What follows belongs to an exercise in optimizing a design on an open flow for small area; a production flow would make more cautious choices. In this exercise RTL edits were held to simulation tests only and were not proved equivalent to the original. The clock port is modelled as an ideal driver, which makes a skipped or thinned clock tree look cheaper than it is; a real chip needs a root buffer or a tree. Power is estimated from default activity; no workload was simulated.

Design lcd_controller, start of the top module:
module lcd_controller(
    input rst,
    input clk,
    input rs_in,
    input [7:0] data_in,
    input strobe_in,
    input [7:0] period_clk_ns,
    output lcd_e,
    output [3:0] lcd_nibble,
    output lcd_rs,
    output lcd_rw,
    output disable_flash,
    output done
    );
    localparam PH_WAIT = 2'd0, PH_WR = 2'd1, PH_STB = 2'd2, PH_LD = 2'd3;
    reg [2:0] idx;
    reg [1:0] ph;
    reg [19:0] cnt;
    reg [3:0] nib;
    wire [23:0] wcnt = {nib, cnt};
    wire ready = idx[2] & (idx[1] | idx[0]);
    wire [8:0] stab = cnt[8:0];
    wire [8:0] hold = cnt[17:9];
    wire active = stab[8] | stab[7] | stab[6] | (stab[5] & (stab[4] | stab[3]));
    wire hold_done = hold[8] | (hold[7] & hold[6] & hold[5] & hold[4]);
    wire stb = (ph == PH_STB);
    wire [9:0] lo_c;
    wire [8:0] lo_sum;
    assign lo_c[0] = 1'b0;
    genvar i;
    generate
        for (i = 0; i < 8; i = i + 1) begin : lo_fa
            assign lo_sum[i] = stab[i] ^ period_clk_ns[i] ^ lo_c[i];
            assign lo_c[i+1] = (stab[i] & period_clk_ns[i]) | (lo_c[i] & (stab[i] ^ period_clk_ns[i]));
        end
    endgenerate
    assign lo_sum[8] = stab[8] ^ lo_c[8];
    assign lo_c[9] = stab[8] & lo_c[8];
    wire [7:0] hi_add = period_clk_ns & {8{stb & active}};
    wire [11:0] hi_c;
    wire [10:0] hi_sum;
    assign hi_c[0] = lo_c[9] & ~stb;
    generate
        for (i = 0; i < 8; i = i + 1) begin : hi_fa
            assign hi_sum[i] = cnt[9+i] ^ hi_add[i] ^ hi_c[i];
            assign hi_c[i+1] = (cnt[9+i] & hi_add[i]) | (hi_c[i] & (cnt[9+i] ^ hi_add[i]));
        end
        for (i = 8; i < 11; i = i + 1) begin : hi_ha
            assign hi_sum[i] = cnt[9+i] ^ hi_c[i];
            assign hi_c[i+1] = cnt[9+i] & hi_c[i];
        end
    endgenerate
    wire stb_exit = active & hold_done;
    reg wait_done;
    always @* begin
        case (idx)
            3'd0: wait_done = (wcnt[23] & (wcnt[22] & (wcnt[21] & (wcnt[18] & (wcnt[15] & (wcnt[14] & (wcnt[13] & (wcnt[9] | (wcnt[8] & (wcnt[7] & wcnt[6]))))))))));
  ...
Size in the first run: roughly 210 cells after synthesis, roughly 29 I/O pins, ~0.0021 mm² of cells after synthesis.
export LEC_CHECK = 0
export CAP_MARGIN = 20
export CORE_MARGIN = 2
export CORE_UTILIZATION = 40
export CTS_BUF_LIST = sky130_fd_sc_hd__clkbuf_2 sky130_fd_sc_hd__clkbuf_4
export CTS_CLUSTER_DIAMETER = 100
export CTS_CLUSTER_SIZE = 40
export SLEW_MARGIN = 20
create_clock -name core_clock -period 10.0 [get_ports {clk}]
standard.sh (not shown) runs the stock make flow with config.mk's settings and CLKGATE_MAP_FILE= SYNTH_SCRIPT=/design/flow/synth_recipe.tcl, a recipe that flattens the netlist after the stock synthesis.
==> flow/flow/run.sh <==
#!/bin/bash
# Standard layout, with 1x port buffers, ABC's buffers removed, an area re-map of the
# logic after floorplanning, a one-buffer clock tree, and power recovery (downsizing
# off the critical path).
set -euo pipefail
here=$(pwd)
export BUFFER_PORTS_ARGS="-buffer_cell sky130_fd_sc_hd__buf_1"
export CTS_ARGS="-sink_clustering_enable -repair_clock_nets -dont_use_dummy_load -buf_list {sky130_fd_sc_hd__clkbuf_2 sky130_fd_sc_hd__clkbuf_4} -sink_clustering_size 40 -sink_clustering_max_diameter 100"
export FLOW_CLOCK_PORT=clk
export FLOW_CLOCK_ROOT_CELL=sky130_fd_sc_hd__clkbuf_16
bash standard.sh REMOVE_ABC_BUFFERS=1 RECOVER_POWER=100 POST_FLOORPLAN_TCL=$here/flow/restructure.tcl POST_CTS_TCL=$here/flow/flatten_clock.tcl finish > make_finish.log 2>&1
==> flow/flow/flatten_clock.tcl <==
# After CTS: the design has few flip-flops, so drive them all from one clock
# buffer. The leaf buffers that CTS put under the root buffer are removed, their
# sinks moved onto the root buffer's net, and the root buffer resized.
set block [ord::get_db_block]
set clk_net [$block findNet $::env(FLOW_CLOCK_PORT)]
set roots {}
foreach it [$clk_net getITerms] {
  if {[$it isInputSignal]} { lappend roots [$it getInst] }
}
puts "flatten_clock: [llength $roots] cells on the clock port"
if {[llength $roots] == 1} {
  set root [lindex $roots 0]
  set root_out {}
  foreach it [$root getITerms] {
    if {[$it isOutputSignal]} { set root_out [$it getNet] }
  }
  set moved 0
  set removed 0
  foreach it [$root_out getITerms] {
    set inst [$it getInst]
    if {$inst == $root} { continue }
    if {![string match "*clkbuf*" [[$inst getMaster] getName]]} { continue }
    set leaf_out {}
    foreach lt [$inst getITerms] {
      if {[$lt isOutputSignal]} { set leaf_out [$lt getNet] }
    }
    if {$leaf_out == {}} { continue }
    foreach st [$leaf_out getITerms] {
      if {[$st getInst] == $inst} { continue }
      $st disconnect
      $st connect $root_out
      incr moved
    }
    foreach lt [$inst getITerms] { $lt disconnect }
    odb::dbInst_destroy $inst
    odb::dbNet_destroy $leaf_out
    incr removed
  }
  puts "flatten_clock: removed $removed leaf buffers, moved $moved sinks"
  replace_cell [$root getName] $::env(FLOW_CLOCK_ROOT_CELL)
  detailed_placement
  estimate_parasitics -placement
  report_clock_min_period
}
Other scripts of this flow, unchanged in this note and not shown: flow/flow/filter_lib.py, flow/flow/restructure.tcl
Change:
--- a/flow/flow/run.sh
+++ b/flow/flow/run.sh
@@ -8,4 +8,4 @@
 export CTS_ARGS="-sink_clustering_enable -repair_clock_nets -dont_use_dummy_load -buf_list {sky130_fd_sc_hd__clkbuf_2 sky130_fd_sc_hd__clkbuf_4} -sink_clustering_size 40 -sink_clustering_max_diameter 100"
-export FLOW_CLOCK_PORT=clk
-export FLOW_CLOCK_ROOT_CELL=sky130_fd_sc_hd__clkbuf_16
+export FLAT_CLOCK_PORT=clk
+export FLAT_CLOCK_CELL=sky130_fd_sc_hd__clkbuf_16
 bash standard.sh REMOVE_ABC_BUFFERS=1 RECOVER_POWER=100 POST_FLOORPLAN_TCL=$here/flow/restructure.tcl POST_CTS_TCL=$here/flow/flatten_clock.tcl finish > make_finish.log 2>&1
--- a/flow/flow/flatten_clock.tcl
+++ b/flow/flow/flatten_clock.tcl
@@ -4,3 +4,3 @@
 set block [ord::get_db_block]
-set clk_net [$block findNet $::env(FLOW_CLOCK_PORT)]
+set clk_net [$block findNet $::env(FLAT_CLOCK_PORT)]
 set roots {}
@@ -39,3 +39,3 @@
   puts "flatten_clock: removed $removed leaf buffers, moved $moved sinks"
-  replace_cell [$root getName] $::env(FLOW_CLOCK_ROOT_CELL)
+  replace_cell [$root getName] $::env(FLAT_CLOCK_CELL)
   detailed_placement
After rerunning: Clock power hardly moves; count of clock-buffer cells in the layout stays the same; setup slack is unchanged; die area does not change; global-route usage does not change; wire length does not change; cell area is unchanged.
Change:
==> flow/flow/run.sh (replaced) <==
#!/bin/bash
# Standard layout, with 1x port buffers, ABC's buffers removed, an area re-map of the
# logic after floorplanning, CTS without dummy loads, and power recovery (downsizing
# off the critical path).
set -euo pipefail
here=$(pwd)
export BUFFER_PORTS_ARGS="-buffer_cell sky130_fd_sc_hd__buf_1"
export CTS_ARGS="-repair_clock_nets -dont_use_dummy_load -buf_list {sky130_fd_sc_hd__clkbuf_8} -root_buf sky130_fd_sc_hd__clkbuf_8"
bash standard.sh REMOVE_ABC_BUFFERS=1 RECOVER_POWER=100 POST_FLOORPLAN_TCL=$here/flow/restructure.tcl finish > make_finish.log 2>&1
removed: flow/flow/flatten_clock.tcl
Cell area goes up by 2.2%.
Power goes up by 7.4%.
Via count is about the same.
Fmax rises by 0.60%.
Global-route usage fell by 0.83 points.
Sequential share of layout area drops by 0.65 points.
Combinational power barely changes.

[re-timing with driven ports]
The flow's constraints put no driver on any port. The routed layouts listed below were extracted and timed again, unchanged, in two steps.
Step 1: set_driving_cell puts a clkbuf_16 on clk and a buf_2 on each other input, an assumption about the parent block.
Step 2, shift: input delay + t, output delay - t, t = (earliest + latest rising clock arrival at the registers) / 2. This alone moves slack from input paths to output paths.
a / b / c = ideal ports / drivers / drivers and shift; a / b = the first two.
run | t, ns | setup slack, ns | hold WS [ns] | worst register clock-pin slew, ns | pins driven straight from the clock port
the first run | 0.199 | 1.903 / 1.907 / 1.708 | 0.498 / 0.497 / 0.497 | 0.11 / 0.11 | 1
the second run | 0.199 | 1.903 / 1.907 / 1.708 | 0.498 / 0.497 / 0.497 | 0.11 / 0.11 | 1
the third run | 0.301 | 1.951 / 1.949 / 1.647 | 0.489 / 0.489 / 0.489 | 0.06 / 0.06 | 1
After both steps every run listed still meets setup and hold. For the third run, which loses most, drivers alone change the setup slack by -0.002 ns; drivers and shift together by -0.304 ns.
